What follows belongs to an exercise in optimizing a design on an open flow for small area, a short achievable clock period and few clock cycles per item; a production flow would make more cautious choices.
At most, simulation tests tie the RTL to the original design; equivalence was not proved.

== run E ==
==> module skinny_top, before the edit <==
module skinny_top (
    input               clock,
    input               reset,
    input               start,
    input [7:0]         input_plaintext,
    input [23:0]        input_tweakey,
    output              ready,
    output              done,
    output [127:0]      ciphertext
);
    reg [127:0] st;      
    reg [383:0] tk;      
    reg         loading;
    reg [3:0]   lcnt;
    reg         busy;
    reg [5:0]   rc;
    reg         done_r;
    wire last = (rc == 6'h0A);    
    assign ready      = ~loading & ~busy;
    assign done       = done_r;
    assign ciphertext = st;
    always @(posedge clock or posedge reset) begin
        if (reset) begin
            loading <= 1'b0;
            lcnt    <= 4'd0;
            busy    <= 1'b0;
            rc      <= 6'd0;
            done_r  <= 1'b0;
        end else begin
            done_r <= busy & last;
            if (loading) begin
                lcnt <= lcnt + 4'd1;
                if (lcnt == 4'd15) begin
                    loading <= 1'b0;
                    busy    <= 1'b1;
                end
            end else if (busy) begin
                if (last)
                    busy <= 1'b0;
            end else if (start) begin
                loading <= 1'b1;
                lcnt    <= 4'd1;
            end
            rc <= busy ? {rc[4:0], rc[5] ^ rc[4] ^ 1'b1} : 6'h01;
        end
    end
    always @(posedge clock) begin
        if (busy) begin
            st <= round(st, tk, rc);
            tk <= {tk_sched1(tk[383:256]), tk_sched2(tk[255:128]), tk_sched3(tk[127:0])};
        end else begin
            st <= {st[119:0], input_plaintext};
            tk <= {tk[359:0], input_tweakey};
        end
    end
    function [7:0] sbox;
        input [7:0] a;
        reg x0, x1, x2, x3, x4, x5, x6, x7;
        begin
            {x7, x6, x5, x4, x3, x2, x1, x0} = a;
            x0 = x0 ^ ~(x2 | x3);
            x4 = x4 ^ ~(x6 | x7);
            x5 = x5 ^ ~(x0 | x4);
            x6 = x6 ^ ~(x1 | x2);
            x7 = x7 ^ ~(x5 | x6);
            x1 = x1 ^ ~(x3 | x0);
            x2 = x2 ^ ~(x7 | x1);
            x3 = x3 ^ ~(x4 | x5);
            sbox = {x5, x4, x0, x3, x1, x6, x7, x2};
        end
    endfunction
    function [127:0] round;
        input [127:0] s;
        input [383:0] k;
        input [5:0]   c;
        reg [7:0] b [0:15];
        reg [7:0] n [0:15];
        integer i;
        begin
            for (i = 0; i < 16; i = i + 1)
                b[i] = sbox(s[127 - 8*i -: 8]);
            b[0] = b[0] ^ {4'h0, c[3:0]};
            b[4] = b[4] ^ {6'h00, c[5:4]};
            b[8] = b[8] ^ 8'h02;
            for (i = 0; i < 8; i = i + 1)
                b[i] = b[i] ^ k[383 - 8*i -: 8] ^ k[255 - 8*i -: 8] ^ k[127 - 8*i -: 8];
            for (i = 0; i < 4; i = i + 1) begin
                n[i]      = b[i];
                n[4 + i]  = b[4  + ((i + 3) % 4)];
                n[8 + i]  = b[8  + ((i + 2) % 4)];
                n[12 + i] = b[12 + ((i + 1) % 4)];
            end
            for (i = 0; i < 4; i = i + 1) begin
                round[127 - 8*i -: 8]      = n[i] ^ n[8+i] ^ n[12+i];
                round[127 - 8*(4+i) -: 8]  = n[i];
                round[127 - 8*(8+i) -: 8]  = n[4+i] ^ n[8+i];
                round[127 - 8*(12+i) -: 8] = n[i] ^ n[8+i];
            end
        end
    endfunction
    function [127:0] tk_perm;
        input [127:0] t;
        begin
            tk_perm = {t[55:48], t[7:0], t[63:56], t[23:16],
                       t[47:40], t[15:8], t[31:24], t[39:32],
                       t[127:64]};
        end
    endfunction
    function [127:0] tk_sched1;
        input [127:0] t;
        begin
            tk_sched1 = tk_perm(t);
        end
    endfunction
    function [127:0] tk_sched2;
        input [127:0] t;
        reg [127:0] p;
        integer i;
        begin
            p = tk_perm(t);
            for (i = 0; i < 8; i = i + 1)
                p[127 - 8*i -: 8] = {p[126 - 8*i -: 7], p[127 - 8*i] ^ p[125 - 8*i]};
            tk_sched2 = p;
        end
    endfunction
    function [127:0] tk_sched3;
        input [127:0] t;
        reg [127:0] p;
        integer i;
        begin
            p = tk_perm(t);
            for (i = 0; i < 8; i = i + 1)
                p[127 - 8*i -: 8] = {p[120 - 8*i] ^ p[126 - 8*i], p[127 - 8*i -: 7]};
            tk_sched3 = p;
        end
    endfunction
endmodule
==> flow/config.mk <==
export PLATFORM = sky130hd
export DESIGN_NAME = skinny_top
export DESIGN_NICKNAME = skinny_top
export VERILOG_FILES = /design/flow/design.v
export SDC_FILE = /design/flow/constraint.sdc
export NUM_CORES = 4
export LEC_CHECK = 0
export CAP_MARGIN = 20
export CORE_MARGIN = 2
export CORE_UTILIZATION = 40
export SLEW_MARGIN = 20
==> flow/constraint.sdc <==
create_clock -name core_clock -period 10.0 [get_ports {clock}]
set_input_delay 2.0000 -clock core_clock [delete_from_list [all_inputs] [get_ports {clock}]]
set_output_delay 2.0000 -clock core_clock [all_outputs]
set_load 0.01 [all_outputs]
standard.sh (not shown) runs the stock make flow with config.mk's settings and CLKGATE_MAP_FILE= SYNTH_SCRIPT=/design/flow/synth_recipe.tcl, a recipe that flattens the netlist after the stock synthesis.
==> flow/flow/run.sh <==
#!/bin/bash
set -euo pipefail
MARGIN=${MARGIN:-7}
bash standard.sh SETUP_SLACK_MARGIN=$MARGIN finish > standard_flow.log 2>&1
Testbench counts of run E, summed over its fixed seeds: cycles 27,656, items 384.
## Diff of input files: run D against run E
--- a/flow/design.v
+++ b/flow/design.v
@@ -15,10 +15,27 @@
     reg         busy;
     reg [5:0]   rc;
     reg         done_r;
+    reg         ready_r;
     wire last = (rc == 6'h0A);    
-    assign ready      = ~loading & ~busy;
+    assign ready      = ready_r;
     assign done       = done_r;
     assign ciphertext = st;
+    reg loading_n, busy_n;
+    always @(*) begin
+        loading_n = loading;
+        busy_n    = busy;
+        if (loading) begin
+            if (lcnt == 4'd15) begin
+                loading_n = 1'b0;
+                busy_n    = 1'b1;
+            end
+        end else if (busy) begin
+            if (last)
+                busy_n = 1'b0;
+        end else if (start) begin
+            loading_n = 1'b1;
+        end
+    end
     always @(posedge clock or posedge reset) begin
         if (reset) begin
             loading <= 1'b0;
@@ -26,22 +43,14 @@
             busy    <= 1'b0;
             rc      <= 6'd0;
             done_r  <= 1'b0;
+            ready_r <= 1'b1;
         end else begin
-            done_r <= busy & last;
-            if (loading) begin
-                lcnt <= lcnt + 4'd1;
-                if (lcnt == 4'd15) begin
-                    loading <= 1'b0;
-                    busy    <= 1'b1;
-                end
-            end else if (busy) begin
-                if (last)
-                    busy <= 1'b0;
-            end else if (start) begin
-                loading <= 1'b1;
-                lcnt    <= 4'd1;
-            end
-            rc <= busy ? {rc[4:0], rc[5] ^ rc[4] ^ 1'b1} : 6'h01;
+            done_r  <= busy & last;
+            loading <= loading_n;
+            busy    <= busy_n;
+            ready_r <= ~loading_n & ~busy_n;
+            lcnt    <= loading ? lcnt + 4'd1 : 4'd1;
+            rc      <= busy ? {rc[4:0], rc[5] ^ rc[4] ^ 1'b1} : 6'h01;
         end
     end
     always @(posedge clock) begin
[summary]
- Looking at run E and run D, the post-route core utilization is a wash.
- Area overhead of the layout relative to synthesis: run D vs run E up 0.44 points
- Run D completed every stage of the flow, and the final layout passed the timing, DRC and antenna checks.
- Largest net degree at the start of global routing sits higher in run D than in run E.
- Summary of run D over run E: number of buffers inserted to repair setup after CTS grew by about 4.5%; relative max-transition margin shrank by 0.43 points; peak per-stage delay on the critical path grew by 30 ps; first-pass GRT wire length held steady; xor and xnor fraction of the mapped netlist area held steady.
- [compare] base=run E new=run D: total via count after detailed routing rose about 0.54%; area of all placed cells without fillers comparable; sum of routed wire length over all layers saw a decrease.
The RTL of run D was laid out without a check of its function.

==> what the ideal ports hide <==
In the flow no input, the clock included, has a driving cell. The finished layouts below were timed again as built, in two steps. Step 1 (the two cells are an assumption about what drives the block):
set clk [get_ports {clock}]
set_driving_cell -lib_cell sky130_fd_sc_hd__clkbuf_16 $clk
set_driving_cell -lib_cell sky130_fd_sc_hd__buf_2 [delete_from_list [all_inputs] $clk]
Step 2 times the ports against the registers' clock, not the clock port: input delays grow and output delays shrink by t, the midpoint of the rising clock arrivals with the driver on. Three values: ideal ports, drivers, drivers and shift; two values: the first two.
run | t (ns) | setup slack, ns | worst hold slack (ns) | worst setup path at the end
run E | 0.670 | 6.692 / 6.631 / 6.848 | 0.463 / 0.463 / 0.463 | input to register
run D | 0.674 | 6.766 / 6.708 / 6.988 | 0.464 / 0.464 / 0.464 | register to register
After both steps every run listed still meets setup and hold.
